Context: an optimization exercise on an open-source flow, tuned for small area. The choices shown serve that exercise and are no tape-out recipe.
At most, simulation tests tie the RTL to the original design; equivalence was not proved.
For runs 2 and 4 to 6, only the layout was checked, not whether the RTL still works.
Power figures rest on the tool's default switching activity, not on a simulated workload.

## config.mk

```make
export PLATFORM = sky130hd
export DESIGN_NAME = pulse_gen_tim
export DESIGN_NICKNAME = pulse_gen_tim
export VERILOG_FILES = /design/flow/design.v
export SDC_FILE = /design/flow/constraint.sdc
export NUM_CORES = 4
export LEC_CHECK = 0
export CAP_MARGIN = 20
export CORE_MARGIN = 2
export CORE_UTILIZATION = 40
export PLACE_DENSITY = 0.6
export SLEW_MARGIN = 20
```

## constraint.sdc

```tcl
create_clock -name core_clock -period 5.0 [get_ports {clk}]
set_input_delay 1.0000 -clock core_clock [delete_from_list [all_inputs] [get_ports {clk}]]
set_output_delay 1.0000 -clock core_clock [all_outputs]
set_load 0.01 [all_outputs]
```

## design.v

```verilog
module pulse_gen_tim
#(parameter WIDTH=25)
(
	input clk, enable, reset,
	input tim,  
	input [WIDTH-1:0] delay_in,
	input [WIDTH-1:0] duration_in,
	input [WIDTH-1:0] T_in,
	output reg out_signal
);
	reg [7:0] c0, c1, c2;
	reg [1:0] c3;
	reg cout1, cout2, cout3;
	reg state;
	localparam S0 = 1'b0, S1 = 1'b1;
	reg [WIDTH-1:0] pulse_time;
	reg [WIDTH-1:0] delay;
	reg [20:0] count_tim;
	reg [1:0] pre;
	reg [1:0] eq;
	wire [25:0] cnt = {c3, c2, c1, c0};
	wire [WIDTH-1:0] pt_nx = (state == S0) ? T_in : pulse_time;
	wire [WIDTH-1:0] dl_nx = (state == S0) ? delay_in : delay;
	reg [26:0] cs_s, cs_c;
	reg [26:0] yg, yp;
	reg [25:0] xg, xp;
	reg [24:0] bg, bp;
	reg a0, a1, a2;
	integer i, w;
	always @(*) begin
		for (i = 0; i < 27; i = i + 1) begin
			a0 = (i < 26) ? cnt[i] : 1'b0;
			a1 = (i < 21) ? count_tim[i] : 1'b0;
			a2 = (i < 25) ? ~duration_in[i] : 1'b1;
			cs_s[i] = a0 ^ a1 ^ a2;
			cs_c[i] = (a0 & a1) | (a0 & a2) | (a1 & a2);
		end
		yg = cs_s & {cs_c[25:0], 1'b1};
		yp = cs_s | {cs_c[25:0], 1'b1};
		for (w = 27; w > 1; w = (w + 1) / 2) begin
			for (i = 0; i < w / 2; i = i + 1) begin
				yg[i] = yg[2*i+1] | (yp[2*i+1] & yg[2*i]);
				yp[i] = yp[2*i+1] & yp[2*i];
			end
			if (w % 2) begin
				yg[w/2] = yg[w-1];
				yp[w/2] = yp[w-1];
			end
		end
		xg = cnt & ~{1'b0, duration_in};
		xp = cnt | ~{1'b0, duration_in};
		xg[0] = xg[0] | xp[0];
		for (w = 26; w > 1; w = (w + 1) / 2) begin
			for (i = 0; i < w / 2; i = i + 1) begin
				xg[i] = xg[2*i+1] | (xp[2*i+1] & xg[2*i]);
				xp[i] = xp[2*i+1] & xp[2*i];
			end
			if (w % 2) begin
				xg[w/2] = xg[w-1];
				xp[w/2] = xp[w-1];
			end
		end
		bg = duration_in & ~{4'd0, count_tim};
		bp = duration_in | ~{4'd0, count_tim};
		bg[0] = bg[0] | bp[0];
		for (w = 25; w > 1; w = (w + 1) / 2) begin
			for (i = 0; i < w / 2; i = i + 1) begin
				bg[i] = bg[2*i+1] | (bp[2*i+1] & bg[2*i]);
				bp[i] = bp[2*i+1] & bp[2*i];
			end
			if (w % 2) begin
				bg[w/2] = bg[w-1];
				bp[w/2] = bp[w-1];
			end
		end
	end
	wire hit_u = xg[0] | (bg[0] & yg[0]);
	wire hit_t = cnt == {1'b0, pt_nx};
	wire hit_d = cnt == {1'b0, dl_nx};
	wire [1:0] code = {hit_u | hit_t, hit_u | (~hit_t & hit_d)};
	wire clr = reset | (state == S0);
	wire fin = eq[1] & eq[0];
always @(posedge clk) begin
	if (state == S0) begin
		pulse_time <= T_in;
		delay <= delay_in;
	end
end
always @(posedge clk) begin
	if (reset) begin
		out_signal <= 1'b0;
		state <= S0;
		count_tim <= 21'd0;
		cout1 <= 1'b0;
		cout2 <= 1'b0;
		cout3 <= 1'b0;
		pre <= 2'b11;
		eq <= 2'b00;
	end else begin
		case (state)
		S0: begin
			if (tim) count_tim <= count_tim + 1'b1;
			else if (enable) state <= S1;
		end
		S1: begin
			if (eq[1]) out_signal <= 1'b0;
			else if (eq[0]) out_signal <= 1'b1;
			if (fin) begin
				state <= S0;
				count_tim <= 21'd0;
			end
		end
		endcase
		cout1 <= (c0 == 8'hfe);
		cout2 <= &c1;
		cout3 <= &c2;
		pre <= code;
		eq <= pre;
	end
end
always @(posedge clk) begin
	c0 <= clr ? 8'd0 : c0 + 8'd1;
	if (cout1 & ~reset) c1 <= c1 + 8'd1;
	else if (clr) c1 <= 8'd0;
	if (cout2 & cout1 & ~reset) c2 <= c2 + 8'd1;
	else if (clr) c2 <= 8'd0;
	if (cout3 & cout2 & cout1 & ~reset) c3 <= c3 + 2'd1;
	else if (clr) c3 <= 2'd0;
end
endmodule
```

## flow/run.sh

```bash
#!/bin/bash
# The standard layout with these changes:
#  - after the standard synthesis, the combinational logic is mapped again
#    by ABC with an area-oriented script (flow/area.abc); flip-flops are
#    kept as they are (same instances, names and cells);
#  - port buffers are the smallest buffer cell (buf_1);
#  - CTS uses clkbuf_8 and inserts no dummy loads.
set -euo pipefail
here=$(pwd)
R=$here/orfs/results/$FLOW_PLATFORM/pulse_gen_tim/base
LIB=$FLOW_HOME/platforms/$FLOW_PLATFORM/lib/sky130_fd_sc_hd__tt_025C_1v80.lib
YOSYS=$(command -v yosys || echo $FLOW_HOME/../tools/install/yosys/bin/yosys)
export BUFFER_PORTS_ARGS="-buffer_cell sky130_fd_sc_hd__buf_1"
export CTS_ARGS="-sink_clustering_enable -repair_clock_nets -dont_use_dummy_load -buf_list sky130_fd_sc_hd__clkbuf_8"

bash standard.sh synth > standard_synth.log 2>&1

cp $R/1_2_yosys.v $here/standard_netlist.v
DU=""
for c in sky130_fd_sc_hd__lpflow_bleeder_1 sky130_fd_sc_hd__lpflow_clkbufkapwr_1 sky130_fd_sc_hd__lpflow_clkbufkapwr_16 sky130_fd_sc_hd__lpflow_clkbufkapwr_2 sky130_fd_sc_hd__lpflow_clkbufkapwr_4 sky130_fd_sc_hd__lpflow_clkbufkapwr_8 sky130_fd_sc_hd__lpflow_clkinvkapwr_1 sky130_fd_sc_hd__lpflow_clkinvkapwr_16 sky130_fd_sc_hd__lpflow_clkinvkapwr_2 sky130_fd_sc_hd__lpflow_clkinvkapwr_4 sky130_fd_sc_hd__lpflow_clkinvkapwr_8 sky130_fd_sc_hd__lpflow_decapkapwr_12 sky130_fd_sc_hd__lpflow_decapkapwr_3 sky130_fd_sc_hd__lpflow_decapkapwr_4 sky130_fd_sc_hd__lpflow_decapkapwr_6 sky130_fd_sc_hd__lpflow_decapkapwr_8 sky130_fd_sc_hd__lpflow_inputiso0n_1 sky130_fd_sc_hd__lpflow_inputiso0p_1 sky130_fd_sc_hd__lpflow_inputiso1n_1 sky130_fd_sc_hd__lpflow_inputiso1p_1 sky130_fd_sc_hd__lpflow_inputisolatch_1 sky130_fd_sc_hd__lpflow_isobufsrc_1 sky130_fd_sc_hd__lpflow_isobufsrc_16 sky130_fd_sc_hd__lpflow_isobufsrc_2 sky130_fd_sc_hd__lpflow_isobufsrc_4 sky130_fd_sc_hd__lpflow_isobufsrc_8 sky130_fd_sc_hd__lpflow_isobufsrckapwr_16 sky130_fd_sc_hd__lpflow_lsbuf_lh_hl_isowell_tap_1 sky130_fd_sc_hd__lpflow_lsbuf_lh_hl_isowell_tap_2 sky130_fd_sc_hd__lpflow_lsbuf_lh_hl_isowell_tap_4 sky130_fd_sc_hd__lpflow_lsbuf_lh_isowell_4 sky130_fd_sc_hd__lpflow_lsbuf_lh_isowell_tap_1 sky130_fd_sc_hd__lpflow_lsbuf_lh_isowell_tap_2 sky130_fd_sc_hd__lpflow_lsbuf_lh_isowell_tap_4 sky130_fd_sc_hd__probe_p_8 sky130_fd_sc_hd__probec_p_8 ; do DU="$DU -dont_use $c"; done
cat > $here/remap.ys <<EOS
read_liberty -ignore_miss_func $LIB
read_verilog $here/standard_netlist.v
hierarchy -top $FLOW_TOP
setattr -mod -set blackbox 1 sky130_fd_sc_hd__df* sky130_fd_sc_hd__edf*
flatten
opt_clean
delete t:\$scopeinfo
abc -liberty $LIB $DU -script $here/flow/area.abc
opt_clean
hilomap -singleton -hicell sky130_fd_sc_hd__conb_1 HI -locell sky130_fd_sc_hd__conb_1 LO
stat -liberty $LIB
write_verilog -noattr -noexpr -nohex -nodec $here/remapped.v
EOS
$YOSYS -s $here/remap.ys > $here/remap.log 2>&1
cp $here/remapped.v $R/1_2_yosys.v
rm -f $R/1_synth.odb $R/1_synth.sdc

bash standard.sh > standard.log 2>&1
```

## flow/area.abc

```
strash; &get -n; &deepsyn -T 60; &put; dch -f; &get -n; &nf -R 1000; &put
```

## standard.sh

```bash
#!/bin/bash
# synth_recipe.tcl (not shown) runs the flow's synth.tcl, then flattens the netlist and writes it again
# the make line also repeats each setting of config.mk as NAME=value (left out here)
make -C /OpenROAD-flow-scripts/flow DESIGN_CONFIG=/design/flow/config.mk WORK_HOME=/design/flow/orfs CLKGATE_MAP_FILE= SYNTH_SCRIPT=/design/flow/synth_recipe.tcl "${@:-finish}"
```

==> results of run 1 <==
cell type report:
class | count | area (µm²) | area share (%)
clock buffer | 9 | 124 | 1.96
inverter | 71 | 267 | 4.21
multi-input combinational | 477 | 3090 | 48.9
sequential | 106 | 2300 | 36.4
tap | 180 | 225 | 3.56
timing repair buffer | 81 | 312 | 4.93
registers in the layout (all words and copies together), names as in the netlist:
register,flops
c0,8
c1,8
c2,8
c3,2
count_tim,21
cout1,1
cout2,1
cout3,1
delay,25
eq,2
out_signal,1
pre,2
pulse_time,25
state,1
routing by layer:
layer | wire [µm] | part of all wire, % | vias to the layer above
met2 | 6710 | 45 | 140
met5 | 0 | 0 | -
met3 | 836 | 5.6 | 28
li1 | - | - | 2560
met4 | 393 | 2.6 | 0
met1 | 6950 | 47 | 2370
worst reg2reg max path, cell delays in order (launching register included):
cell      delay (ns)
dfxtp_1         0.36
clkinv_1        0.13
nor3_1          0.30
and3_1          0.24
and2_0          0.25
and3_1          0.23
and2_0          0.25
and3_1          0.23
and2_0          0.25
and3_1          0.22
and2_0          0.25
and3_1          0.23
and2_0          0.25
and3_1          0.23
and2_0          0.19
nand2_1         0.10
xnor2_1         0.15
nor2_1          0.05
cell usage in the layout (no fill, tap or decap), types with 3 or more instances in the layout:
cell type and instances:
a2111oi_0 6, a21o_1 3, a21oi_1 36, a221oi_1 7, a22o_1 3, a22oi_1 13, a31oi_1 7, and2_0 10
and3_1 13, buf_1 79, clkbuf_8 9, clkinv_1 71, dfxtp_1 87, edfxtp_1 18, maj3_1 5, mux2_1 12
mux2i_1 38, nand2_1 43, nand2b_1 22, nand3_1 6, nand4_1 3, nor2_1 51, nor2b_1 23, nor3_1 32
nor3b_1 7, nor4_1 4, o211ai_1 3, o21a_1 12, o21ai_0 24, o221ai_1 9, o22ai_1 28, xnor2_1 25
xor2_1 7
worst max path at each step:
stage,from,end,slack [ns],cells after the start
3_5_place_dp,tim,count_tim[20],0.31,18
5_1_grt,tim,count_tim[20],0.26,18
2_1_floorplan,state,count_tim[20],0.75,16
3_3_place_gp,tim,count_tim[20],0.47,18
6_report,tim,count_tim[20],0.69,18
4_1_cts,tim,count_tim[20],0.68,18
metrics by stage:
step,total power [W],hold slack (ns),util (%),cells
2_1_floorplan,0.00112,0.412,-,654
3_3_place_gp,0.00120,0.431,44.8,915
3_5_place_dp,0.00121,0.435,44.8,915
4_1_cts,0.00163,0.429,45.7,924
5_1_grt,0.00169,0.434,45.7,924
6_report,0.00162,0.426,45.7,924
power by group through the flow:
| stage | clock [W] | combinational [W] | sequential, W |
|---|---|---|---|
| detailed placement | 0 | 0.000242 | 0.000966 |
| finish | 0.000428 | 0.000242 | 0.000946 |
| global route | 0.000465 | 0.000270 | 0.000951 |
| CTS | 0.000438 | 0.000243 | 0.000946 |
| global placement | 0 | 0.000235 | 0.000964 |
| floorplan | 0 | 0.000157 | 0.000964 |
==> out/metrics.cfg, run 1 <==
[clocking]
cts_tree=built
cts_sinks=106
clock_path_buffers=2
htreeDepth=3
ctsResizeCount=0
clk_pin_slew_worst_paths_ns=0.11
ctsHoldBuffers=0
cts_buffers=9
root_buffer=clkbuf_8
insertion_delay_ns=0.38
postCtsSetupBuffers=0

[critical_path]
cp_top_family=simple AND/OR/NAND/NOR gates
r2r_cells=17
cp_slowest_cell=nor3_1
crit_fanout=5
r2r_start=count_tim[0]
path_cells=buf_1 > clkinv_1 > nor3_1 > and3_1 > and2_0 > and3_1 > and2_0 > and3_1 > and2_0 > and3_1 > and2_0 > and3_1 > and2_0 > and3_1 > and2_0 > nand2_1 > xnor2_1 > nor2_1
crit_buf_inv=2
cp.arrival_ns=4.53
worstSetupPathType=primary input to flop
critical-path-max-stage-delay_ns=0.25
start_kind=primary input
r2r_setup_slack_ns=0.96
crit-reg2reg-capture=count_tim[20]
setup.worst_path.end_class=flop
crit_required_ns=5.22

[global_routing]
gr-total-overflow=0
antenna_found_initial=0
use_met1_pct=26.7
first_global_vias=4788
grt_use_met3_pct=2.58
grt_pass1_wl_um=23300
grt_max_degree=58
top_usage_layer=met2
track_usage_pct=19.9
use_met2_pct=32.2

[sta]
fin_crit_sh_pct=86.1
worstMarginPinSlew_ns=0.861
fin_skew_ns=0.0374
max_freq_mhz=232
fin_setup_tns_ns=0
hold_viol_final=0
drv_slew=0
fin_crit_ns=4.31
setup_viol=0
setup_ws_ns=0.693
max_slew_margin_pct=42.6
rsz0062_at_grt=no

[finish]
finalInstanceArea_um2=6320
antennaDiodeCount=0
fillers=1380
area_delta_synth_final_pct=11.7
layout.nets=825
drive_gt1_share_pct=1.61

[power_and_ir_drop]
leakagePower_nw=2.17
p_switching_w=0.000437
p_seq_share_pct=58.5
clockPowerShare_pct=26.5
sw_frac_of_total_pct=27.0
p_per_area_nw_per_um2=256
p_int_w=0.00118
vdd_drop_max_v=0.000115
p_comb_share_pct=15.0

[placement]
dpl.hpwl_um=11700
gp_congestion=0.877
placed_area_um2=6200
port_buffers=79
pre_cts_ws_ns=0.315

[floorplan]
initial_core_util_pct=40.9
num_io_pins=80
core.rowCount=43
core-area_um2=13800
die_w_um=123
die_h_um=123
dieArea_um2=15100

[worst_hold_path]
hold_class=flop to flop
hold_end=eq[1]
worstHoldPathCells=1
hp-start=pre[1]

[outcome]
status=timing/DRC/antenna clean

[logic_synthesis]
syn_inst=654
syn_area_per_cell_um2=8.66
synth.yosys.warnings=1
synth_fp_nets=733
synth_area_um2=5660

[detailed_routing]
post_drt_via_cell_ratio=5.52
firstDrtPassIters=5
drt_wl_total_um=14900
vias=5098
drtIter0Drc=374
antenna_left=0
wl_per_cell_um=16.1
drc=0

[run]
maxCapViolCount=0

==> run 2: changes to the inputs <==
--- a/design.v
+++ b/design.v
@@ -25,10 +25,26 @@
 	reg [26:0] yg, yp;
-	reg [25:0] xg, xp;
 	reg [24:0] bg, bp;
+	reg [20:0] tg;
 	reg a0, a1, a2;
+	reg y_co, b_co;
 	integer i, w;
 	always @(*) begin
+		bg = duration_in & ~{4'd0, count_tim};
+		bp = duration_in | ~{4'd0, count_tim};
+		bg[0] = bg[0] | bp[0];
+		for (w = 25; w > 1; w = (w + 1) / 2) begin
+			for (i = 0; i < w / 2; i = i + 1) begin
+				bg[i] = bg[2*i+1] | (bp[2*i+1] & bg[2*i]);
+				bp[i] = bp[2*i+1] & bp[2*i];
+			end
+			if (w % 2) begin
+				bg[w/2] = bg[w-1];
+				bp[w/2] = bp[w-1];
+			end
+		end
+		b_co = bg[0];
+		tg = count_tim & {21{b_co}};
 		for (i = 0; i < 27; i = i + 1) begin
 			a0 = (i < 26) ? cnt[i] : 1'b0;
-			a1 = (i < 21) ? count_tim[i] : 1'b0;
+			a1 = (i < 21) ? tg[i] : 1'b0;
 			a2 = (i < 25) ? ~duration_in[i] : 1'b1;
@@ -49,30 +65,5 @@
 		end
-		xg = cnt & ~{1'b0, duration_in};
-		xp = cnt | ~{1'b0, duration_in};
-		xg[0] = xg[0] | xp[0];
-		for (w = 26; w > 1; w = (w + 1) / 2) begin
-			for (i = 0; i < w / 2; i = i + 1) begin
-				xg[i] = xg[2*i+1] | (xp[2*i+1] & xg[2*i]);
-				xp[i] = xp[2*i+1] & xp[2*i];
-			end
-			if (w % 2) begin
-				xg[w/2] = xg[w-1];
-				xp[w/2] = xp[w-1];
-			end
-		end
-		bg = duration_in & ~{4'd0, count_tim};
-		bp = duration_in | ~{4'd0, count_tim};
-		bg[0] = bg[0] | bp[0];
-		for (w = 25; w > 1; w = (w + 1) / 2) begin
-			for (i = 0; i < w / 2; i = i + 1) begin
-				bg[i] = bg[2*i+1] | (bp[2*i+1] & bg[2*i]);
-				bp[i] = bp[2*i+1] & bp[2*i];
-			end
-			if (w % 2) begin
-				bg[w/2] = bg[w-1];
-				bp[w/2] = bp[w-1];
-			end
-		end
+		y_co = yg[0];
 	end
-	wire hit_u = xg[0] | (bg[0] & yg[0]);
+	wire hit_u = y_co;
 	wire hit_t = cnt == {1'b0, pt_nx};
==> flow/area.abc (replaced) <==
strash; &get -n; &deepsyn -J 100 -T 600; &put; dch -f; amap; topo
==> out/metrics.cfg, run 2 <==
[finish]
layout.cells.non_filler=958  ; +3.7%
antennaDiodeCount=0  ; unchanged
layout_common_cells=clkinv_1, nor2_1, dfxtp_1
reg_top3=delay x25, pulse_time x25, count_tim x21
final_common_cell=clkinv_1
layout.nets=867  ; +5.1%
drive_gt1_share_pct=11.3  ; +9.7 points
area_delta_synth_final_pct=22.8

[critical_path]
cp.depth=31  ; +13
cp_slowest_cell=or4_1
cp_top_family=compound AO/OA/AOI/OAI gates
setup.worst_path.end_class=flop
critical-path-max-stage-delay_ns=0.41  ; +0.16 ns
worstSetupPathType=primary input to flop
cp.arrival_ns=5.11  ; +0.58 ns
start_kind=primary input
crit_top_cell=o21ai_1
crit_buf_inv=4  ; +2
r2r_cells=29  ; +12
crit_required_ns=5.29  ; +0.07 ns
crit_fanout=3  ; -2

[sta]
max_slew_margin_pct=35.7  ; -6.9 points
hold_viol_final=0  ; unchanged
fin_setup_tns_ns=0  ; unchanged
fin_crit_sh_pct=96.4  ; +10 points
worstMarginPinSlew_ns=0.963  ; +0.101 ns
max_freq_mhz=207  ; -11%
fin_crit_ns=4.82  ; +0.514 ns
drv_slew=0  ; unchanged
setup_viol=0  ; unchanged
fin_skew_ns=0.0282  ; -0.00921 ns

[power_and_ir_drop]
leakagePower_nw=2.23  ; +2.6%
clockPowerShare_pct=26.5  ; about the same
p_comb_share_pct=16.5  ; +1.5 points
p_per_area_nw_per_um2=256  ; about the same
vdd_drop_max_v=0.000149  ; +29%
p_seq_share_pct=57.0  ; -1.5 points
p_switching_w=0.000464  ; +6.2%
p_int_w=0.00119  ; +0.65%
sw_frac_of_total_pct=28.1  ; +1.1 points

[global_routing]
antenna_found_initial=0  ; unchanged
track_usage_pct=23.6  ; +3.7 points
grt_pass1_wl_um=26200  ; +12%
grt_max_degree=54  ; -6.9%
first_global_vias=5259  ; +9.8%
gr-total-overflow=0  ; unchanged

[outcome]
status=timing/DRC/antenna clean

[clocking]
cts_tree=built
ctsHoldBuffers=0  ; unchanged
clock_path_buffers=2  ; unchanged
cts_buffers=9  ; unchanged
htreeDepth=3  ; unchanged
clk_pin_slew_worst_paths_ns=0.10  ; about the same
insertion_delay_ns=0.38  ; about the same
cts_sinks=106  ; unchanged
root_buffer=clkbuf_8

[logic_synthesis]
synth_area_um2=5260  ; -7.2%
synth.yosys.warnings=1  ; unchanged
syn_inst=654  ; unchanged
synth_fp_nets=733  ; unchanged
syn_area_per_cell_um2=8.04  ; -7.2%

[detailed_routing]
post_drt_via_cell_ratio=5.76  ; +4.3%
drc=0  ; unchanged
vias=5514  ; +8.2%
firstDrtPassIters=5  ; unchanged
drtIter0Drc=429  ; +15%
antenna_left=0  ; unchanged
wl_per_cell_um=17.5  ; +8.8%
drt_wl_total_um=16800  ; +13%

[floorplan]
dieArea_um2=14100  ; -6.9%
initial_core_util_pct=41.3  ; +0.37 points
die_w_um=119  ; -3.5%
num_io_pins=80  ; unchanged
core.rowCount=41  ; -4.7%
die_h_um=119  ; -3.5%
core-area_um2=12700  ; -8.0%

[worst_hold_path]
worstHoldPathCells=1  ; unchanged
hold_class=flop to flop

[placement]
gp_congestion=0.847  ; -3.4%
dpl.cell_count=946  ; +3.4%
dpl.hpwl_um=12900  ; +9.8%
port_buffers=79  ; unchanged

[run]
maxCapViolCount=0  ; unchanged

## run 2: final timing paths
path / startpoint / end / slack (ns)
worst max register to register: count_tim[1] / pre[0] / 0.37
worst min-delay path: eq[1] / out_signal / 0.43
worst max-delay path: duration_in[1] / pre[0] / 0.18
worst min register to register: eq[1] / out_signal / 0.43
## run 2: repair_timing
| item | 4_1_cts | 5_1_grt |
|---|---|---|
| pin swaps | 4 | 11 |
| gates resized for setup | 10 | 52 |
| buffers inserted | 0 | 3 |
| endpoints found under the setup margin | 2 | 2 |
## run 2: per-layer routing
| metal | vias to the layer above | global-route usage (%) | routed length [µm] | share of wire [%] |
|---|---|---|---|---|
| met5 | - | 0 | 0 | 0 |
| met4 | 0 | 10.5 | 563 | 3.4 |
| met3 | 45 | 3.33 | 1000 | 6.0 |
| met2 | 197 | 38.5 | 7750 | 46 |
| met1 | 2560 | 31.0 | 7480 | 45 |
| li1 | 2712 | - | - | - |
## run 2: power groups by stage
stage	Sequential, W	Clock [W]	Combinational (W)
detailed placement	0.000959	0	0.000256
global placement	0.000957	0	0.000249
finish	0.000941	0.000438	0.000273
floorplan	0.000957	0	0.000145
CTS	0.000940	0.000447	0.000258
global route	0.000946	0.000483	0.000298
## run 2: layout make-up
type                       instances  area (µm²)
clock buffer                       9         124
fill                            1339        6270
inverter                          98         380
multi-input combinational        450        2780
sequential                       106        2300
tap                              172         215
timing repair buffer             123         649
## run 2: worst register-to-register path, delay by kind of cell, from the launching register on
kind | cells | cell delay (ns)
AO/OA/AOI/OAI | 19 | 2.37
buffers and inverters | 2 | 0.30
flip-flops | 1 | 0.55
AND/OR/NAND/NOR | 8 | 1.32
## run 2: stage by stage
step | utilization, % | hold WS [ns] | power, W | area, µm² | setup WS [ns]
after floorplan | - | 0.410 | 0.00110 | 5260 | 0.0411
after global placement | 47.8 | 0.421 | 0.00121 | 6080 | -0.375
after detailed placement | 47.8 | 0.430 | 0.00122 | 6080 | -0.511
after CTS | 49.0 | 0.441 | 0.00164 | 6230 | -0.00484
after global routing | 50.7 | 0.463 | 0.00173 | 6450 | -0.135
final | 50.7 | 0.435 | 0.00165 | 6450 | 0.179
==> run 3: changes to the inputs <==
--- a/design.v
+++ b/design.v
@@ -25,26 +25,10 @@
 	reg [26:0] yg, yp;
+	reg [25:0] xg, xp;
 	reg [24:0] bg, bp;
-	reg [20:0] tg;
 	reg a0, a1, a2;
-	reg y_co, b_co;
 	integer i, w;
 	always @(*) begin
-		bg = duration_in & ~{4'd0, count_tim};
-		bp = duration_in | ~{4'd0, count_tim};
-		bg[0] = bg[0] | bp[0];
-		for (w = 25; w > 1; w = (w + 1) / 2) begin
-			for (i = 0; i < w / 2; i = i + 1) begin
-				bg[i] = bg[2*i+1] | (bp[2*i+1] & bg[2*i]);
-				bp[i] = bp[2*i+1] & bp[2*i];
-			end
-			if (w % 2) begin
-				bg[w/2] = bg[w-1];
-				bp[w/2] = bp[w-1];
-			end
-		end
-		b_co = bg[0];
-		tg = count_tim & {21{b_co}};
 		for (i = 0; i < 27; i = i + 1) begin
 			a0 = (i < 26) ? cnt[i] : 1'b0;
-			a1 = (i < 21) ? tg[i] : 1'b0;
+			a1 = (i < 21) ? count_tim[i] : 1'b0;
 			a2 = (i < 25) ? ~duration_in[i] : 1'b1;
@@ -65,5 +49,30 @@
 		end
-		y_co = yg[0];
+		xg = cnt & ~{1'b0, duration_in};
+		xp = cnt | ~{1'b0, duration_in};
+		xg[0] = xg[0] | xp[0];
+		for (w = 26; w > 1; w = (w + 1) / 2) begin
+			for (i = 0; i < w / 2; i = i + 1) begin
+				xg[i] = xg[2*i+1] | (xp[2*i+1] & xg[2*i]);
+				xp[i] = xp[2*i+1] & xp[2*i];
+			end
+			if (w % 2) begin
+				xg[w/2] = xg[w-1];
+				xp[w/2] = xp[w-1];
+			end
+		end
+		bg = duration_in & ~{4'd0, count_tim};
+		bp = duration_in | ~{4'd0, count_tim};
+		bg[0] = bg[0] | bp[0];
+		for (w = 25; w > 1; w = (w + 1) / 2) begin
+			for (i = 0; i < w / 2; i = i + 1) begin
+				bg[i] = bg[2*i+1] | (bp[2*i+1] & bg[2*i]);
+				bp[i] = bp[2*i+1] & bp[2*i];
+			end
+			if (w % 2) begin
+				bg[w/2] = bg[w-1];
+				bp[w/2] = bp[w-1];
+			end
+		end
 	end
-	wire hit_u = y_co;
+	wire hit_u = xg[0] | (bg[0] & yg[0]);
 	wire hit_t = cnt == {1'b0, pt_nx};
--- a/flow/run.sh
+++ b/flow/run.sh
@@ -3,4 +3,4 @@
 #  - after the standard synthesis, the combinational logic is mapped again
-#    by ABC with an area-oriented script (flow/area.abc); flip-flops are
-#    kept as they are (same instances, names and cells);
+#    by ABC with an area-oriented script (flow/area.abc); flip-flops and
+#    adder cells are kept as they are (same instances, names and cells);
 #  - port buffers are the smallest buffer cell (buf_1);
@@ -24,3 +24,3 @@
 hierarchy -top $FLOW_TOP
-setattr -mod -set blackbox 1 sky130_fd_sc_hd__df* sky130_fd_sc_hd__edf*
+setattr -mod -set blackbox 1 sky130_fd_sc_hd__df* sky130_fd_sc_hd__edf* sky130_fd_sc_hd__fa_* sky130_fd_sc_hd__ha_*
 flatten
==> flow/area.abc (replaced) <==
strash; dc2; &get -n; &st; &dch -f; &nf -R 1000; &put
==> out/metrics.cfg, run 3 <==
[global_routing]
gr-total-overflow=0  ; unchanged
antenna_found_initial=0  ; unchanged
grt_max_degree=29  ; -46%
first_global_vias=5069  ; -3.6%
grt_pass1_wl_um=25900  ; -1.2%
track_usage_pct=20.6  ; -3.0 points

[critical_path]
crit_end=pre[0]
worstSetupPathType=primary input to flop
start_kind=primary input
r2r_start=c0[1]
path_cells=buf_1 > clkinv_1 > fa_1 > maj3_1 > maj3_1 > a21oi_1 > o2bb2ai_1 > o21ai_0 > nand2_1 > o2111ai_1 > o21ai_0 > a221oi_1 > o21a_1 > a31oi_1 > nor3_1 > o21ai_0
startpoint=duration_in[0]
cp_slowest_cell=fa_1
crit_buf_inv=2  ; -2
crit-reg2reg-capture=pre[0]
crit_required_ns=5.25  ; -0.04 ns
r2r_cells=16  ; -45%
crit_top_cell=o21ai_0
setup.worst_path.end_class=flop
cp.depth=16  ; -48%
cp_top_family=adder cells
r2r_setup_slack_ns=1.44  ; +1.07 ns
crit_fanout=2  ; -1
critical-path-max-stage-delay_ns=0.50  ; +0.09 ns
cp.arrival_ns=3.95  ; -1.16 ns

[detailed_routing]
antenna_left=0  ; unchanged
vias=5191  ; -5.9%
drt_wl_total_um=16000  ; -4.6%
post_drt_via_cell_ratio=5.66  ; -1.6%
top_layer=met4
m1WireLength_um=7230  ; -3.4%
wl_met3_um=996  ; -0.70%
drc=0  ; unchanged
drtIter0Drc=423  ; -1.4%
wl_per_cell_um=17.5  ; -0.32%
firstDrtPassIters=5  ; unchanged
met2WireLength_um=7460  ; -3.7%

[power_and_ir_drop]
leakagePower_nw=2.27  ; +2.0%
vdd_drop_max_v=0.000118  ; -20%
p_per_area_nw_per_um2=246  ; -3.8%

[finish]
antennaDiodeCount=0  ; unchanged
area_delta_synth_final_pct=11.4
fillers=1436  ; +7.2%
fin_util_pct=45.6  ; -5.2 points
reg_top3=delay x25, pulse_time x25, count_tim x21
layout_common_cells=clkinv_1, dfxtp_1, buf_1
drive_gt1_share_pct=1.77  ; -9.5 points
finalInstanceArea_um2=6600  ; +2.2%
layout.nets=848  ; -2.2%

[floorplan]
core-area_um2=14500  ; +14%
die_w_um=126  ; +5.9%
num_io_pins=80  ; unchanged
die_h_um=126  ; +5.9%
core.rowCount=44  ; +7.3%
dieArea_um2=15800  ; +12%
initial_core_util_pct=40.9  ; -0.41 points

[sta]
worstMarginPinSlew_ns=0.784  ; -0.178 ns
max_slew_margin_pct=47.7  ; +12 points
fin_setup_tns_ns=0  ; unchanged
fin_skew_ns=0.0234  ; -0.00481 ns
setup_viol=0  ; unchanged
fin_crit_sh_pct=73.9  ; -23 points
rsz0062_at_grt=no
drv_slew=0  ; unchanged
max_freq_mhz=271  ; +31%
fin_crit_ns=3.69  ; -1.13 ns
hold_viol_final=0  ; unchanged

[clocking]
cts_tree=built
insertion_delay_ns=0.39  ; about the same
clock_path_buffers=2  ; unchanged
cts_buffers=9  ; unchanged
root_buffer=clkbuf_8
postCtsSetupBuffers=0  ; unchanged
cts_sinks=106  ; unchanged
clk_pin_slew_worst_paths_ns=0.10  ; about the same
ctsResizeCount=0  ; -10
ctsHoldBuffers=0  ; unchanged
htreeDepth=3  ; unchanged

[run]
maxCapViolCount=0  ; unchanged

[logic_synthesis]
syn_inst=643  ; -1.7%
synth.yosys.warnings=1  ; unchanged
syn_area_per_cell_um2=9.21  ; +15%
synth_area_um2=5920  ; +13%
synth_fp_nets=756  ; +3.1%

[placement]
dpl.hpwl_um=12600  ; -2.0%
placed_area_um2=6470  ; +6.4%
port_buffers=79  ; unchanged
gp_congestion=0.860  ; +1.6%

[outcome]
status=timing/DRC/antenna clean

[worst_hold_path]
hold_class=flop to flop

[run 3: how the worst min path moves through the flow]
| stage | endpoint | cells past startpoint | slack [ns] | startpoint |
|---|---|---|---|---|
| CTS | eq[1] | 1 | 0.43 | pre[1] |
| global route | eq[1] | 1 | 0.45 | pre[1] |
| floorplan | eq[0] | 1 | 0.41 | pre[0] |
| detailed placement | eq[1] | 1 | 0.43 | pre[1] |
| global placement | delay[18] | 2 | 0.45 | delay[18] |
| finish | eq[1] | 1 | 0.43 | pre[1] |
[run 3: layer usage]
| metal | track usage [%] | vias up |
|---|---|---|
| met2 | 33.5 | 161 |
| met1 | 27.4 | 2475 |
| met5 | 0 | - |
| li1 | - | 2535 |
| met4 | 7.91 | 0 |
| met3 | 3.65 | 20 |
[run 3: through the flow]
stage,std cells,setup WS [ns],total power [W],hold slack [ns]
floorplan,643,0.997,0.00112,0.414
global placement,908,1.01,0.00119,0.453
detailed placement,908,0.939,0.00120,0.429
CTS,917,1.33,0.00163,0.433
global route,917,1.06,0.00170,0.450
finish,917,1.31,0.00162,0.428
[run 3: layout make-up]
cell class / instances / area, µm² / area share, %
Inverter: 87 / 327 / 4.95
Multi-Input combinational cell: 450 / 3300 / 50.0
Sequential cell: 106 / 2300 / 34.9
Timing Repair Buffer: 81 / 312 / 4.72
Tap cell: 184 / 230 / 3.49
Clock buffer: 9 / 124 / 1.88
[run 3: where the power goes]
part	leakage [nW]	internal [W]	switching, W	total (W)
clock	0.0647	0.000162	0.000277	0.000440
combinational	1.26	0.000101	0.000137	0.000239
sequential	0.944	0.000913	0.0000333	0.000946
total	2.27	0.00118	0.000448	0.00162
==> run 4: changes to the inputs <==
--- a/design.v
+++ b/design.v
@@ -25,10 +25,25 @@
 	reg [26:0] yg, yp;
-	reg [25:0] xg, xp;
 	reg [24:0] bg, bp;
+	reg [20:0] tg;
 	reg a0, a1, a2;
-	integer i, w;
+	reg gg, pp, y_co, b_co;
+	integer i, j;
+	localparam K = 6;
 	always @(*) begin
+		bg = duration_in & ~{4'd0, count_tim};
+		bp = duration_in | ~{4'd0, count_tim};
+		b_co = 1'b1;
+		for (j = 0; j < 25; j = j + K) begin
+			gg = 1'b0;
+			pp = 1'b1;
+			for (i = j; i < j + K && i < 25; i = i + 1) begin
+				gg = bg[i] | (bp[i] & gg);
+				pp = pp & bp[i];
+			end
+			b_co = gg | (pp & b_co);
+		end
+		tg = count_tim & {21{b_co}};
 		for (i = 0; i < 27; i = i + 1) begin
 			a0 = (i < 26) ? cnt[i] : 1'b0;
-			a1 = (i < 21) ? count_tim[i] : 1'b0;
+			a1 = (i < 21) ? tg[i] : 1'b0;
 			a2 = (i < 25) ? ~duration_in[i] : 1'b1;
@@ -39,40 +54,14 @@
 		yp = cs_s | {cs_c[25:0], 1'b1};
-		for (w = 27; w > 1; w = (w + 1) / 2) begin
-			for (i = 0; i < w / 2; i = i + 1) begin
-				yg[i] = yg[2*i+1] | (yp[2*i+1] & yg[2*i]);
-				yp[i] = yp[2*i+1] & yp[2*i];
+		y_co = 1'b0;
+		for (j = 0; j < 27; j = j + K) begin
+			gg = 1'b0;
+			pp = 1'b1;
+			for (i = j; i < j + K && i < 27; i = i + 1) begin
+				gg = yg[i] | (yp[i] & gg);
+				pp = pp & yp[i];
 			end
-			if (w % 2) begin
-				yg[w/2] = yg[w-1];
-				yp[w/2] = yp[w-1];
-			end
-		end
-		xg = cnt & ~{1'b0, duration_in};
-		xp = cnt | ~{1'b0, duration_in};
-		xg[0] = xg[0] | xp[0];
-		for (w = 26; w > 1; w = (w + 1) / 2) begin
-			for (i = 0; i < w / 2; i = i + 1) begin
-				xg[i] = xg[2*i+1] | (xp[2*i+1] & xg[2*i]);
-				xp[i] = xp[2*i+1] & xp[2*i];
-			end
-			if (w % 2) begin
-				xg[w/2] = xg[w-1];
-				xp[w/2] = xp[w-1];
-			end
-		end
-		bg = duration_in & ~{4'd0, count_tim};
-		bp = duration_in | ~{4'd0, count_tim};
-		bg[0] = bg[0] | bp[0];
-		for (w = 25; w > 1; w = (w + 1) / 2) begin
-			for (i = 0; i < w / 2; i = i + 1) begin
-				bg[i] = bg[2*i+1] | (bp[2*i+1] & bg[2*i]);
-				bp[i] = bp[2*i+1] & bp[2*i];
-			end
-			if (w % 2) begin
-				bg[w/2] = bg[w-1];
-				bp[w/2] = bp[w-1];
-			end
+			y_co = gg | (pp & y_co);
 		end
 	end
-	wire hit_u = xg[0] | (bg[0] & yg[0]);
+	wire hit_u = y_co;
 	wire hit_t = cnt == {1'b0, pt_nx};
--- a/flow/run.sh
+++ b/flow/run.sh
@@ -3,4 +3,4 @@
 #  - after the standard synthesis, the combinational logic is mapped again
-#    by ABC with an area-oriented script (flow/area.abc); flip-flops and
-#    adder cells are kept as they are (same instances, names and cells);
+#    by ABC with an area-oriented script (flow/area.abc); flip-flops are
+#    kept as they are (same instances, names and cells);
 #  - port buffers are the smallest buffer cell (buf_1);
@@ -24,3 +24,3 @@
 hierarchy -top $FLOW_TOP
-setattr -mod -set blackbox 1 sky130_fd_sc_hd__df* sky130_fd_sc_hd__edf* sky130_fd_sc_hd__fa_* sky130_fd_sc_hd__ha_*
+setattr -mod -set blackbox 1 sky130_fd_sc_hd__df* sky130_fd_sc_hd__edf*
 flatten
==> flow/area.abc (replaced) <==
strash; &get -n; &deepsyn -T 60; &put; dch -f; &get -n; &nf -R 1000; &put
==> out/metrics.cfg, run 4 <==
[outcome]
status=finished with violations
so.violations=setup timing

[sta]
max_freq_mhz=190  ; -30%
fin_skew_ns=0.0250  ; +0.00166 ns
setup_viol=2  ; +2
rsz0062_at_grt=yes
setup_ws_ns=-0.255  ; -1.56 ns
fin_crit_sh_pct=105  ; +31 points
whs_ns=0.479  ; +0.0516 ns
hold_viol_final=0  ; unchanged
max_slew_margin_pct=44.0  ; -3.8 points
drv_slew=0  ; unchanged
fin_crit_ns=5.26  ; +1.56 ns
fin_setup_tns_ns=-0.505  ; -0.505 ns
worstMarginPinSlew_ns=0.841  ; +0.0565 ns

[floorplan]
initial_core_util_pct=41.3  ; +0.40 points
core.rowCount=42  ; -4.5%
die_w_um=121  ; -3.4%
num_io_pins=80  ; unchanged
die_h_um=121  ; -3.4%
dieArea_um2=14700  ; -6.7%
core-area_um2=13300  ; -7.8%

[global_routing]
first_global_vias=4834  ; -4.6%
track_usage_pct=20.4  ; -0.18 points
gr-total-overflow=0  ; unchanged
antenna_found_initial=0  ; unchanged
grt_max_degree=56  ; +93%
grt_pass1_wl_um=23500  ; -9.0%

[critical_path]
cp.arrival_ns=5.59  ; +1.64 ns
setup.worst_path.end_class=flop
cp_slowest_cell=a222oi_1
worstSetupPathType=primary input to flop
critical-path-max-stage-delay_ns=0.33  ; -0.17 ns
crit_required_ns=5.33  ; +0.08 ns
cp_top_family=compound AO/OA/AOI/OAI gates
crit_buf_inv=2  ; unchanged
start_kind=primary input
crit_fanout=7  ; +5

[finish]
area_delta_synth_final_pct=18.5
layout_common_cells=dfxtp_1, clkinv_1, buf_1
final_common_cell=dfxtp_1
layout.nets=827  ; -2.5%
reg_top3=delay x25, pulse_time x25, count_tim x21
fillers=1348  ; -6.1%
antennaDiodeCount=0  ; unchanged
drive_gt1_share_pct=8.71  ; +6.9 points

[power_and_ir_drop]
p_total_w=0.00164  ; +0.89%
leakagePower_nw=2.25  ; -1.0%
vdd_drop_max_v=0.000220  ; +86%
p_per_area_nw_per_um2=251  ; +1.8%

[clocking]
clk_pin_slew_worst_paths_ns=0.10  ; about the same
clock_path_buffers=2  ; unchanged
cts_buffers=9  ; unchanged
root_buffer=clkbuf_8
htreeDepth=3  ; unchanged
cts_sinks=106  ; unchanged
insertion_delay_ns=0.38  ; about the same
cts_tree=built
ctsHoldBuffers=0  ; unchanged

[detailed_routing]
drtIter0Drc=289  ; -32%
drc=0  ; unchanged
wl_per_cell_um=15.9  ; -9.2%
antenna_left=0  ; unchanged
drt_wl_total_um=14600  ; -8.7%
firstDrtPassIters=5  ; unchanged
vias=5074  ; -2.3%
post_drt_via_cell_ratio=5.50  ; -2.8%

[logic_synthesis]
synth.yosys.warnings=1  ; unchanged
syn_inst=629  ; -2.2%
synth_fp_nets=708  ; -6.3%
synth_area_um2=5510  ; -6.9%
syn_area_per_cell_um2=8.77  ; -4.8%

[worst_hold_path]
hold_class=flop to flop

[run]
maxCapViolCount=0  ; unchanged

[placement]
dpl.hpwl_um=11500  ; -8.7%
gp_congestion=0.906  ; +5.3%
pre_cts_ws_ns=-0.969  ; -1.91 ns
port_buffers=79  ; unchanged

-- run 4: cell count changes in the layout (fill, tap and decap cells not counted), moves of 13 or more --
cell / previous run / this run
mux2i_1: 24 / 39
xnor2_1: 13 / 33
mux2_1: 27 / 11
buf_4: 2 / 29
fa_1: 21 / 0
ha_1: 13 / 0
-- run 4: worst reg2reg max path, delay by kind of cell, from the launching register on --
kind,cells,cell delay [ns]
DFF,1,0.32
xor gates and xnor gates,1,0.17
adders and majority gates,2,0.61
AOI/OAI and AO/OA,22,3.24
and+or+nand+nor,5,0.61
-- run 4: metrics by stage --
stage | utilization, % | std cells | cell area (µm²)
6_report | 49.0 | 922 | 6540
5_1_grt | 49.0 | 922 | 6540
4_1_cts | 48.5 | 921 | 6480
3_5_place_dp | 47.4 | 912 | 6320
3_3_place_gp | 47.4 | 912 | 6320
2_1_floorplan | - | 629 | 5590
-- run 4: what timing repair did --
action                     4_1_cts  5_1_grt
setup endpoints to repair        2        2
hold endpoints to repair         0        0
resized for setup                9       10
buffers inserted                 0        1
pin swaps                        6       12
-- run 4: area by class of cell --
class	count	area (µm²)	share of cell area [%]
inverter	79	309	4.73
multi-input combinational	444	3050	46.6
sequential	106	2300	35.2
clock buffer	9	124	1.90
tap	176	220	3.37
timing repair buffer	108	533	8.16
-- run 4: metal layers --
layer  part of all wire, %  up-vias  track usage, %
met3                   6.2       23            3.62
met4                   2.0        0            7.54
met5                     0        -               0
met1                    45     2385            27.2
li1                      -     2514               -
met2                    47      152            33.1
-- run 4: where the power goes --
group	switching (W)	internal, W	total (W)
combinational	0.000144	0.000115	0.000258
clock	0.000271	0.000163	0.000434
sequential	0.0000299	0.000917	0.000947
-- run 4: worst paths after layout --
kind / end / slack [ns] / cells after the start / from
min reg2reg: out_signal / 0.48 / 1 / eq[1]
max: pre[1] / -0.26 / 31 / duration_in[1]
min: out_signal / 0.48 / 1 / eq[1]
max reg2reg: pre[1] / 0.04 / 30 / count_tim[0]
==> run 5: changes to the inputs <==
--- a/design.v
+++ b/design.v
@@ -25,6 +25,6 @@
 	reg [26:0] yg, yp;
+	reg [20:0] xg, xp;
 	reg [24:0] bg, bp;
-	reg [20:0] tg;
 	reg a0, a1, a2;
-	reg gg, pp, y_co, b_co;
+	reg gg, pp, y_co, x_co, b_co;
 	integer i, j;
@@ -32,18 +32,5 @@
 	always @(*) begin
-		bg = duration_in & ~{4'd0, count_tim};
-		bp = duration_in | ~{4'd0, count_tim};
-		b_co = 1'b1;
-		for (j = 0; j < 25; j = j + K) begin
-			gg = 1'b0;
-			pp = 1'b1;
-			for (i = j; i < j + K && i < 25; i = i + 1) begin
-				gg = bg[i] | (bp[i] & gg);
-				pp = pp & bp[i];
-			end
-			b_co = gg | (pp & b_co);
-		end
-		tg = count_tim & {21{b_co}};
 		for (i = 0; i < 27; i = i + 1) begin
 			a0 = (i < 26) ? cnt[i] : 1'b0;
-			a1 = (i < 21) ? tg[i] : 1'b0;
+			a1 = (i < 21) ? count_tim[i] : 1'b0;
 			a2 = (i < 25) ? ~duration_in[i] : 1'b1;
@@ -64,4 +51,29 @@
 		end
+		xg = cnt[20:0] & ~duration_in[20:0];
+		xp = cnt[20:0] | ~duration_in[20:0];
+		x_co = 1'b1;
+		for (j = 0; j < 21; j = j + K) begin
+			gg = 1'b0;
+			pp = 1'b1;
+			for (i = j; i < j + K && i < 21; i = i + 1) begin
+				gg = xg[i] | (xp[i] & gg);
+				pp = pp & xp[i];
+			end
+			x_co = gg | (pp & x_co);
+		end
+		x_co = x_co | (|cnt[25:21]);
+		bg = duration_in & ~{4'd0, count_tim};
+		bp = duration_in | ~{4'd0, count_tim};
+		b_co = 1'b1;
+		for (j = 0; j < 25; j = j + K) begin
+			gg = 1'b0;
+			pp = 1'b1;
+			for (i = j; i < j + K && i < 25; i = i + 1) begin
+				gg = bg[i] | (bp[i] & gg);
+				pp = pp & bp[i];
+			end
+			b_co = gg | (pp & b_co);
+		end
 	end
-	wire hit_u = y_co;
+	wire hit_u = b_co ? y_co : x_co;
 	wire hit_t = cnt == {1'b0, pt_nx};
==> out/metrics.cfg, run 5 <==
[critical_path]
cp.arrival_ns=4.72  ; -0.87 ns
cp_slowest_cell=maj3_1
path_cells=buf_1 > clkinv_1 > maj3_1 > maj3_1 > o21ai_0 > nand3_1 > a222oi_1 > o22ai_1 > a221oi_1 > a221oi_1 > a221oi_1 > a221oi_1 > a221oi_1 > a221oi_1 > a221oi_1 > nor2_1 > a221oi_1 > o221ai_1 > o211ai_1 > a32o_1 > o41ai_1
setup.worst_path.end_class=flop
cp_top_family=compound AO/OA/AOI/OAI gates
worstSetupPathType=primary input to flop
crit_fanout=4  ; -3
crit_top_cell=a221oi_1
crit_buf_inv=2  ; unchanged
critical-path-max-stage-delay_ns=0.36  ; +0.03 ns
crit_required_ns=5.26  ; -0.07 ns
start_kind=primary input

[placement]
gp_congestion=0.937  ; +3.5%
dpl.hpwl_um=11400  ; -0.82%
port_buffers=79  ; unchanged

[detailed_routing]
vias=5042  ; -0.63%
post_drt_via_cell_ratio=5.60  ; +1.8%
antenna_left=0  ; unchanged
firstDrtPassIters=5  ; unchanged
drt_wl_total_um=15100  ; +2.9%
wl_per_cell_um=16.7  ; +5.4%
drc=0  ; unchanged
drtIter0Drc=278  ; -3.8%

[power_and_ir_drop]
p_seq_share_pct=58.1  ; +0.3 points
vdd_drop_max_v=0.000103  ; -53%
leakagePower_nw=2.12  ; -5.6%
sw_frac_of_total_pct=27.7  ; +0.54 points
p_per_area_nw_per_um2=261  ; +4.1%
p_switching_w=0.000452  ; +1.8%
p_comb_share_pct=15.4  ; -0.4 points
p_int_w=0.00118  ; -0.94%
clockPowerShare_pct=26.6  ; about the same

[clocking]
ctsResizeCount=0  ; -9
cts_buffers=9  ; unchanged
root_buffer=clkbuf_8
cts_tree=built
clock_path_buffers=2  ; unchanged
insertion_delay_ns=0.38  ; about the same
htreeDepth=3  ; unchanged
cts_sinks=106  ; unchanged
ctsHoldBuffers=0  ; unchanged
clk_pin_slew_worst_paths_ns=0.09  ; about the same
postCtsSetupBuffers=0  ; unchanged

[logic_synthesis]
synth_fp_nets=710  ; +0.28%
synth.yosys.warnings=1  ; unchanged
syn_area_per_cell_um2=8.89  ; +1.4%
syn_inst=631  ; +0.32%
synth_area_um2=5610  ; +1.7%

[finish]
layout_common_cells=dfxtp_1, clkinv_1, buf_1
final_common_cell=dfxtp_1
drive_gt1_share_pct=1.53  ; -7.2 points
reg_top3=delay x25, pulse_time x25, count_tim x21
area_delta_synth_final_pct=11.7
antennaDiodeCount=0  ; unchanged
layout.nets=801  ; -3.1%

[floorplan]
dieArea_um2=15000  ; +1.7%
initial_core_util_pct=40.7  ; -0.59 points
core-area_um2=13800  ; +3.2%
die_h_um=122  ; +0.83%
die_w_um=122  ; +0.83%
core.rowCount=43  ; +2.4%
num_io_pins=80  ; unchanged

[sta]
setup_viol=0  ; -2
fin_crit_sh_pct=89.2  ; -16 points
worstMarginPinSlew_ns=0.992  ; +0.151 ns
rsz0062_at_grt=no
fin_setup_tns_ns=0  ; +0.505 ns
fin_crit_ns=4.46  ; -0.793 ns
hold_viol_final=0  ; unchanged
whs_ns=0.457  ; -0.0228 ns
max_freq_mhz=224  ; +18%
drv_slew=0  ; unchanged
fin_skew_ns=0.0167  ; -0.00832 ns
max_slew_margin_pct=33.9  ; -10 points

[run]
maxCapViolCount=0  ; unchanged

[global_routing]
track_usage_pct=20.9  ; +0.50 points
grt_max_degree=55  ; -1.8%
first_global_vias=4899  ; +1.3%
gr-total-overflow=0  ; unchanged
antenna_found_initial=0  ; unchanged
grt_pass1_wl_um=24200  ; +2.9%

[outcome]
status=timing/DRC/antenna clean

[worst_hold_path]
hold_class=flop to flop

==> run 5: through the flow <==
step,worst slack [ns],instance area [µm²],util [%],total power [W],cells
global placement,0.219,6140,44.6,0.00121,891
CTS,0.551,6260,45.5,0.00164,900
detailed placement,0.178,6140,44.6,0.00122,891
global route,0.159,6260,45.5,0.00171,900
finish,0.538,6260,45.5,0.00164,900
floorplan,0.515,5610,-,0.00113,631
==> run 5: path summary, 6_finish.rpt <==
check / startpoint / endpoint / slack, ns / cells past startpoint
worst max-delay path: duration_in[1] / pre[0] / 0.54 / 21
worst min-delay path: eq[1] / out_signal / 0.46 / 1
worst min register to register: eq[1] / out_signal / 0.46 / 1
worst max register to register: c0[0] / pre[0] / 0.74 / 20
==> run 5: cell type report <==
class / instances / area (µm²)
multi-input cells: 446 / 3010
well taps: 180 / 225
fillers: 1402 / 7510
inverters: 79 / 297
clock buffers: 9 / 124
flip-flops and latches: 106 / 2300
repair buffers: 80 / 304
==> run 5: worst register-to-register path, cell delays in order (launching register included) <==
cell and delay, ns:
dfxtp_1 0.43, nand2b_1 0.22, maj3_1 0.37, maj3_1 0.36, o21ai_0 0.08, nand3_1 0.11
a222oi_1 0.29, o22ai_1 0.11, a221oi_1 0.28, a221oi_1 0.09, a221oi_1 0.23, a221oi_1 0.08
a221oi_1 0.26, a221oi_1 0.08, a221oi_1 0.25, nor2_1 0.08, a221oi_1 0.22, o221ai_1 0.17
o211ai_1 0.10, a32o_1 0.24, o41ai_1 0.10
==> run 5: power by group through the flow <==
stage	combinational, W	sequential, W	clock (W)
final	0.000251	0.000950	0.000434
after global routing	0.000280	0.000957	0.000471
after CTS	0.000252	0.000950	0.000442
after detailed placement	0.000250	0.000970	0
after global placement	0.000244	0.000967	0
after floorplan	0.000162	0.000968	0
==> run 5: per-layer routing <==
metal / part of all wire, % / track usage (%) / vias up
li1: - / - / 2508
met1: 48 / 27.9 / 2386
met2: 46 / 34.3 / 133
met3: 4.9 / 3.67 / 15
met4: 1.5 / 6.82 / 0
met5: 0 / 0 / -
==> run 6: changes to the inputs <==
==> flow/area.abc (replaced) <==
strash; &get -n; &deepsyn -T 60; &put; dch -f; amap; topo
==> out/metrics.cfg, run 6 <==
[logic_synthesis]
synth_area_um2=5390  ; -3.9%
syn_inst=678  ; +7.4%
synth.yosys.warnings=1  ; unchanged
synth_fp_nets=757  ; +6.6%
syn_area_per_cell_um2=7.95  ; -11%

[placement]
dpl.cell_count=941  ; +5.6%
dpl.hpwl_um=12000  ; +5.1%
pre_cts_ws_ns=-0.115  ; -0.293 ns
gp_congestion=0.952  ; +1.6%
port_buffers=79  ; unchanged

[floorplan]
dieArea_um2=14400  ; -3.8%
initial_core_util_pct=40.9  ; +0.14 points
core-area_um2=13200  ; -4.2%
die_w_um=120  ; -1.9%
die_h_um=120  ; -1.9%
core.rowCount=42  ; -2.3%
num_io_pins=80  ; unchanged

[run]
maxCapViolCount=0  ; unchanged

[sta]
rsz0062_at_grt=yes
setup_viol=0  ; unchanged
max_freq_mhz=218  ; -2.9%
worstMarginPinSlew_ns=0.933  ; -0.0584 ns
max_slew_margin_pct=37.8  ; +3.9 points
hold_viol_final=0  ; unchanged
fin_skew_ns=0.0259  ; +0.00916 ns
drv_slew=0  ; unchanged
setup_ws_ns=0.404  ; -0.135 ns
fin_crit_ns=4.60  ; +0.135 ns
fin_crit_sh_pct=91.9  ; +2.7 points

[finish]
layout_common_cells=clkinv_1, nor2_1, dfxtp_1
reg_top3=delay x25, pulse_time x25, count_tim x21
fillers=1334  ; -4.9%
fin_util_pct=46.6  ; +1.1 points
layout.cells.non_filler=951  ; +5.7%
layout.nets=856  ; +6.9%
final_common_cell=clkinv_1
antennaDiodeCount=0  ; unchanged
drive_gt1_share_pct=4.26  ; +2.7 points
area_delta_synth_final_pct=14.0

[clocking]
clk_pin_slew_worst_paths_ns=0.10  ; about the same
cts_tree=built
root_buffer=clkbuf_8
insertion_delay_ns=0.39  ; about the same
cts_sinks=106  ; unchanged
ctsHoldBuffers=0  ; unchanged
cts_buffers=9  ; unchanged
htreeDepth=3  ; unchanged
clock_path_buffers=2  ; unchanged

[worst_hold_path]
hold_class=flop to flop
hp-start=eq[1]

[critical_path]
cp.arrival_ns=4.89  ; +0.17 ns
crit-reg2reg-capture=pre[0]
cp_slowest_cell=a222oi_1
crit_end=pre[0]
r2r_start=c0[3]
r2r_setup_slack_ns=0.52  ; -0.22 ns
crit_required_ns=5.29  ; +0.03 ns
startpoint=duration_in[1]
crit_fanout=3  ; -1
r2r_cells=28  ; +40%
start_kind=primary input
critical-path-max-stage-delay_ns=0.33  ; -0.03 ns
worstSetupPathType=primary input to flop
setup.worst_path.end_class=flop

[power_and_ir_drop]
p_switching_w=0.000463  ; +2.3%
p_per_area_nw_per_um2=267  ; +2.3%
sw_frac_of_total_pct=28.2  ; +0.54 points
clockPowerShare_pct=26.7  ; about the same
leakagePower_nw=2.00  ; -6.0%
p_seq_share_pct=57.5  ; -0.6 points
p_int_w=0.00118  ; -0.40%
vdd_drop_max_v=0.000129  ; +25%
p_comb_share_pct=15.8  ; +0.4 points

[detailed_routing]
drc=0  ; unchanged
vias=5313  ; +5.4%
drtIter0Drc=441  ; +59%
wl_per_cell_um=16.1  ; -3.5%
firstDrtPassIters=5  ; unchanged
post_drt_via_cell_ratio=5.59  ; -0.28%
drt_wl_total_um=15300  ; +1.9%
antenna_left=0  ; unchanged

[global_routing]
track_usage_pct=21.7  ; +0.77 points
gr-total-overflow=0  ; unchanged
first_global_vias=4984  ; +1.7%
grt_max_degree=55  ; unchanged
grt_pass1_wl_um=24700  ; +2.1%
antenna_found_initial=0  ; unchanged

[outcome]
status=timing/DRC/antenna clean

[run 6: how the worst min path moves through the flow]
stage                      end  slack, ns  cells past startpoint
floorplan                eq[0]       0.41                      1
global placement    out_signal       0.43                      1
detailed placement  out_signal       0.44                      1
CTS                 out_signal       0.45                      1
global route             eq[0]       0.48                      1
finish              out_signal       0.46                      1
[run 6: per-layer routing]
metal  track usage, %  vias up  wire length, µm
li1                 -     2729                -
met1             28.3     2412             7020
met2             36.2      154             7160
met3             3.90       18              913
met4             7.28        0              263
met5                0        -                0
[run 6: critical path, delay by kind of cell]
kind,cells,cell delay (ns)
AOI/OAI and AO/OA,13,2.12
and+or+nand+nor,10,1.21
buffers and inverters,6,0.57
[run 6: metrics by stage]
stage / cell area, µm² / hold slack [ns] / power (W) / setup TNS (ns)
3_5_place_dp: 5970 / 0.440 / 0.00122 / -0.167
5_1_grt: 6150 / 0.477 / 0.00171 / -0.0201
6_report: 6150 / 0.462 / 0.00164 / 0
3_3_place_gp: 5970 / 0.427 / 0.00121 / -0.0120
4_1_cts: 6090 / 0.447 / 0.00164 / 0
2_1_floorplan: 5390 / 0.414 / 0.00112 / 0
[run 6: final cells by class]
class / instances / area [µm²] / share of cell area [%]
tap: 176 / 220 / 3.58
clock buffer: 9 / 124 / 2.02
multi-input combinational: 470 / 2750 / 44.7
sequential: 106 / 2300 / 37.5
timing repair buffer: 88 / 365 / 5.94
inverter: 102 / 387 / 6.29
[run 6: power groups by stage]
stage          Combinational [W]  Clock (W)  Sequential (W)
6_report                0.000259   0.000439        0.000943
5_1_grt                 0.000287   0.000476        0.000949
3_3_place_gp            0.000249          0        0.000961
2_1_floorplan           0.000158          0        0.000960
3_5_place_dp            0.000253          0        0.000963
4_1_cts                 0.000254   0.000446        0.000943
[run 6: timing repair]
action | 4_1_cts | 5_1_grt
buffers inserted | 0 | 1
endpoints found under the setup margin | 0 | 2
gates resized for setup | 0 | 19
==> run 7: changes to the inputs <==
--- a/design.v
+++ b/design.v
@@ -25,3 +25,3 @@
 	reg [26:0] yg, yp;
-	reg [20:0] xg, xp;
+	reg [25:0] xg, xp;
 	reg [24:0] bg, bp;
@@ -51,9 +51,9 @@
 		end
-		xg = cnt[20:0] & ~duration_in[20:0];
-		xp = cnt[20:0] | ~duration_in[20:0];
+		xg = cnt & ~{1'b0, duration_in};
+		xp = cnt | ~{1'b0, duration_in};
 		x_co = 1'b1;
-		for (j = 0; j < 21; j = j + K) begin
+		for (j = 0; j < 26; j = j + K) begin
 			gg = 1'b0;
 			pp = 1'b1;
-			for (i = j; i < j + K && i < 21; i = i + 1) begin
+			for (i = j; i < j + K && i < 26; i = i + 1) begin
 				gg = xg[i] | (xp[i] & gg);
@@ -63,3 +63,2 @@
 		end
-		x_co = x_co | (|cnt[25:21]);
 		bg = duration_in & ~{4'd0, count_tim};
@@ -77,3 +76,3 @@
 	end
-	wire hit_u = b_co ? y_co : x_co;
+	wire hit_u = x_co | (b_co & y_co);
 	wire hit_t = cnt == {1'b0, pt_nx};
==> flow/area.abc (replaced) <==
strash; &get -n; &deepsyn -T 60; &put; dch -f; &get -n; &nf -R 1000; &put
==> out/metrics.cfg, run 7 <==
[sta]
setup_viol=0  ; unchanged
rsz0062_at_grt=no
max_freq_mhz=237  ; +9.2%
worstMarginPinSlew_ns=0.867  ; -0.0665 ns
fin_setup_tns_ns=0  ; unchanged
drv_slew=0  ; unchanged
hold_viol_final=0  ; unchanged
fin_crit_ns=4.21  ; -0.385 ns
max_slew_margin_pct=42.2  ; +4.4 points
fin_crit_sh_pct=84.2  ; -7.7 points
fin_skew_ns=0.0217  ; -0.00416 ns

[finish]
final_common_cell=dfxtp_1
area_delta_synth_final_pct=11.7
layout.cells.non_filler=899  ; -5.5%
fillers=1405  ; +5.3%
drive_gt1_share_pct=1.53  ; -2.7 points
antennaDiodeCount=0  ; unchanged
layout_common_cells=dfxtp_1, buf_1, clkinv_1
layout.nets=800  ; -6.5%
reg_top3=delay x25, pulse_time x25, count_tim x21

[global_routing]
grt_pass1_wl_um=22400  ; -9.5%
antenna_found_initial=0  ; unchanged
grt_max_degree=55  ; unchanged
first_global_vias=4547  ; -8.8%
track_usage_pct=19.4  ; -2.3 points
gr-total-overflow=0  ; unchanged

[clocking]
cts_tree=built
postCtsSetupBuffers=0  ; unchanged
clock_path_buffers=2  ; unchanged
cts_buffers=9  ; unchanged
ctsResizeCount=0  ; unchanged
root_buffer=clkbuf_8
cts_sinks=106  ; unchanged
clk_pin_slew_worst_paths_ns=0.08  ; -0.02 ns
ctsHoldBuffers=0  ; unchanged
insertion_delay_ns=0.38  ; about the same
htreeDepth=3  ; unchanged

[outcome]
status=timing/DRC/antenna clean

[floorplan]
dieArea_um2=14900  ; +3.6%
core.rowCount=43  ; +2.4%
core-area_um2=13800  ; +4.4%
die_h_um=122  ; +1.8%
num_io_pins=80  ; unchanged
initial_core_util_pct=40.6  ; -0.28 points
die_w_um=122  ; +1.8%

[power_and_ir_drop]
p_total_w=0.00162  ; -1.5%
p_per_area_nw_per_um2=259  ; -3.0%
leakagePower_nw=2.11  ; +5.7%
vdd_drop_max_v=0.000121  ; -6.0%

[detailed_routing]
firstDrtPassIters=5  ; unchanged
drt_wl_total_um=14100  ; -7.9%
drc=0  ; unchanged
vias=4886  ; -8.0%
post_drt_via_cell_ratio=5.43  ; -2.7%
drtIter0Drc=271  ; -39%
wl_per_cell_um=15.7  ; -2.6%
antenna_left=0  ; unchanged

[placement]
dpl.cell_count=890  ; -5.4%
gp_congestion=0.849  ; -11%
dpl.hpwl_um=10800  ; -9.8%
port_buffers=79  ; unchanged

[critical_path]
crit_required_ns=5.22  ; -0.07 ns
cp.arrival_ns=4.44  ; -0.45 ns
startpoint=tim
path_cells=buf_1 > and3_1 > and3_1 > and2_0 > and3_1 > and2_0 > and3_1 > and2_0 > and3_1 > and2_0 > and3_1 > and2_0 > and3_1 > and2_0 > nand2_1 > xnor2_1 > nor2_1
r2r_setup_slack_ns=1.09  ; +0.57 ns
r2r_cells=17  ; -39%
crit_top_cell=and3_1
crit_end=count_tim[20]
setup.worst_path.end_class=flop
crit-reg2reg-capture=count_tim[20]
worstSetupPathType=primary input to flop
cp_slowest_cell=and3_1
r2r_start=state
crit_fanout=5  ; +2
critical-path-max-stage-delay_ns=0.26  ; -0.07 ns
start_kind=primary input

[logic_synthesis]
syn_area_per_cell_um2=8.87  ; +12%
synth.yosys.warnings=1  ; unchanged
syn_inst=630  ; -7.1%
synth_fp_nets=709  ; -6.3%
synth_area_um2=5590  ; +3.7%

[run]
maxCapViolCount=0  ; unchanged

[worst_hold_path]
hold_class=flop to flop

## run 7: cell count changes in the layout (fill, tap and decap cells not counted), moves of 14 or more
cell      change
nor2_1       -54
a211oi_1     -22
mux2i_1      +45
o21ai_0      -14
o22ai_1      -47
xnor2_1      +29
a21oi_1      +24
and3_1       +16
nor3_1       +16
nand2_1      -33
clkinv_1     -24
a22o_1       -17
a22oi_1      +17
## run 7: metal layers
metal | routed length (µm) | share of wire [%] | vias up | global-route usage, %
li1 | - | - | 2492 | -
met1 | 6750 | 48 | 2243 | 25.9
met2 | 6270 | 44 | 125 | 31.0
met3 | 695 | 4.9 | 26 | 2.97
met4 | 419 | 3.0 | 0 | 8.84
met5 | 0 | 0 | - | 0
## run 7: stage by stage
stage / setup WS, ns / utilization [%] / cell area, µm² / hold slack [ns]
floorplan: 0.496 / - / 5590 / 0.412
global placement: 0.533 / 44.4 / 6120 / 0.436
detailed placement: 0.417 / 44.4 / 6120 / 0.437
CTS: 0.786 / 45.3 / 6240 / 0.452
global route: 0.281 / 45.3 / 6240 / 0.467
finish: 0.789 / 45.3 / 6240 / 0.450
## run 7: worst min path at each step
stage / startpoint / endpoint / slack, ns / depth (start not counted)
floorplan: eq[1] / out_signal / 0.41 / 1
global placement: pre[1] / eq[1] / 0.44 / 1
detailed placement: pre[1] / eq[1] / 0.44 / 1
CTS: eq[1] / out_signal / 0.45 / 1
global route: pre[0] / eq[0] / 0.47 / 1
finish: eq[1] / out_signal / 0.45 / 1
## run 7: cell type report
cell class	instances	area (µm²)	share of cell area (%)
multi-input combinational	449	3010	48.1
sequential	106	2300	36.9
timing repair buffer	80	304	4.87
inverter	75	282	4.51
tap	180	225	3.61
clock buffer	9	124	1.98
## run 7: worst max-delay path: cells and delay by family
kind | cells | cell delay [ns]
and+or+nand+nor | 15 | 3.20
xor gates and xnor gates | 1 | 0.14
buffers and inverters | 1 | 0.10
## run 7: power breakdown
part,internal (W),switching [W],total (W)
sequential,0.000917,0.0000332,0.000950
combinational,0.0000989,0.000140,0.000239
clock,0.000162,0.000266,0.000428
total,0.00118,0.000439,0.00162

-- what the ideal ports hide --
Ports are ideal in the flow. The routed layouts listed here were re-timed in OpenROAD.
Step 1 (the two cells are an assumption about what drives the block):
set clk [get_ports {clk}]
set_driving_cell -lib_cell sky130_fd_sc_hd__clkbuf_16 $clk
set_driving_cell -lib_cell sky130_fd_sc_hd__buf_2 [delete_from_list [all_inputs] $clk]
Step 2, shift: input delay + t, output delay - t, t = (earliest + latest rising clock arrival at the registers) / 2. This alone moves slack from input paths to output paths.
a / b / c = ideal / step 1 / step 2; a / b = the first two.
run	t (ns)	setup slack, ns	latest minus earliest clock arrival (ns)	worst data-port slew with drivers (ns)	pins driven straight from the clock port
run 1	0.392	0.693 / 0.702 / 0.310	0.037 / 0.038	0.04	1
run 2	0.406	0.179 / 0.172 / -0.234	0.028 / 0.028	0.05	1
run 3	0.416	1.307 / 1.318 / 0.902	0.026 / 0.026	0.04	1
run 4	0.404	-0.255 / -0.273 / -0.678	0.026 / 0.027	0.05	1
run 5	0.410	0.538 / 0.551 / 0.140	0.024 / 0.023	0.04	1
run 6	0.411	0.404 / 0.417 / 0.006	0.026 / 0.026	0.04	1
run 7	0.408	0.789 / 0.802 / 0.393	0.023 / 0.023	0.04	1
With both steps, setup timing fails in run 2, where it was met with ideal ports. The setup slack of run 4, which loses most, moves by -0.018 ns with the drivers and by -0.423 ns with both steps.
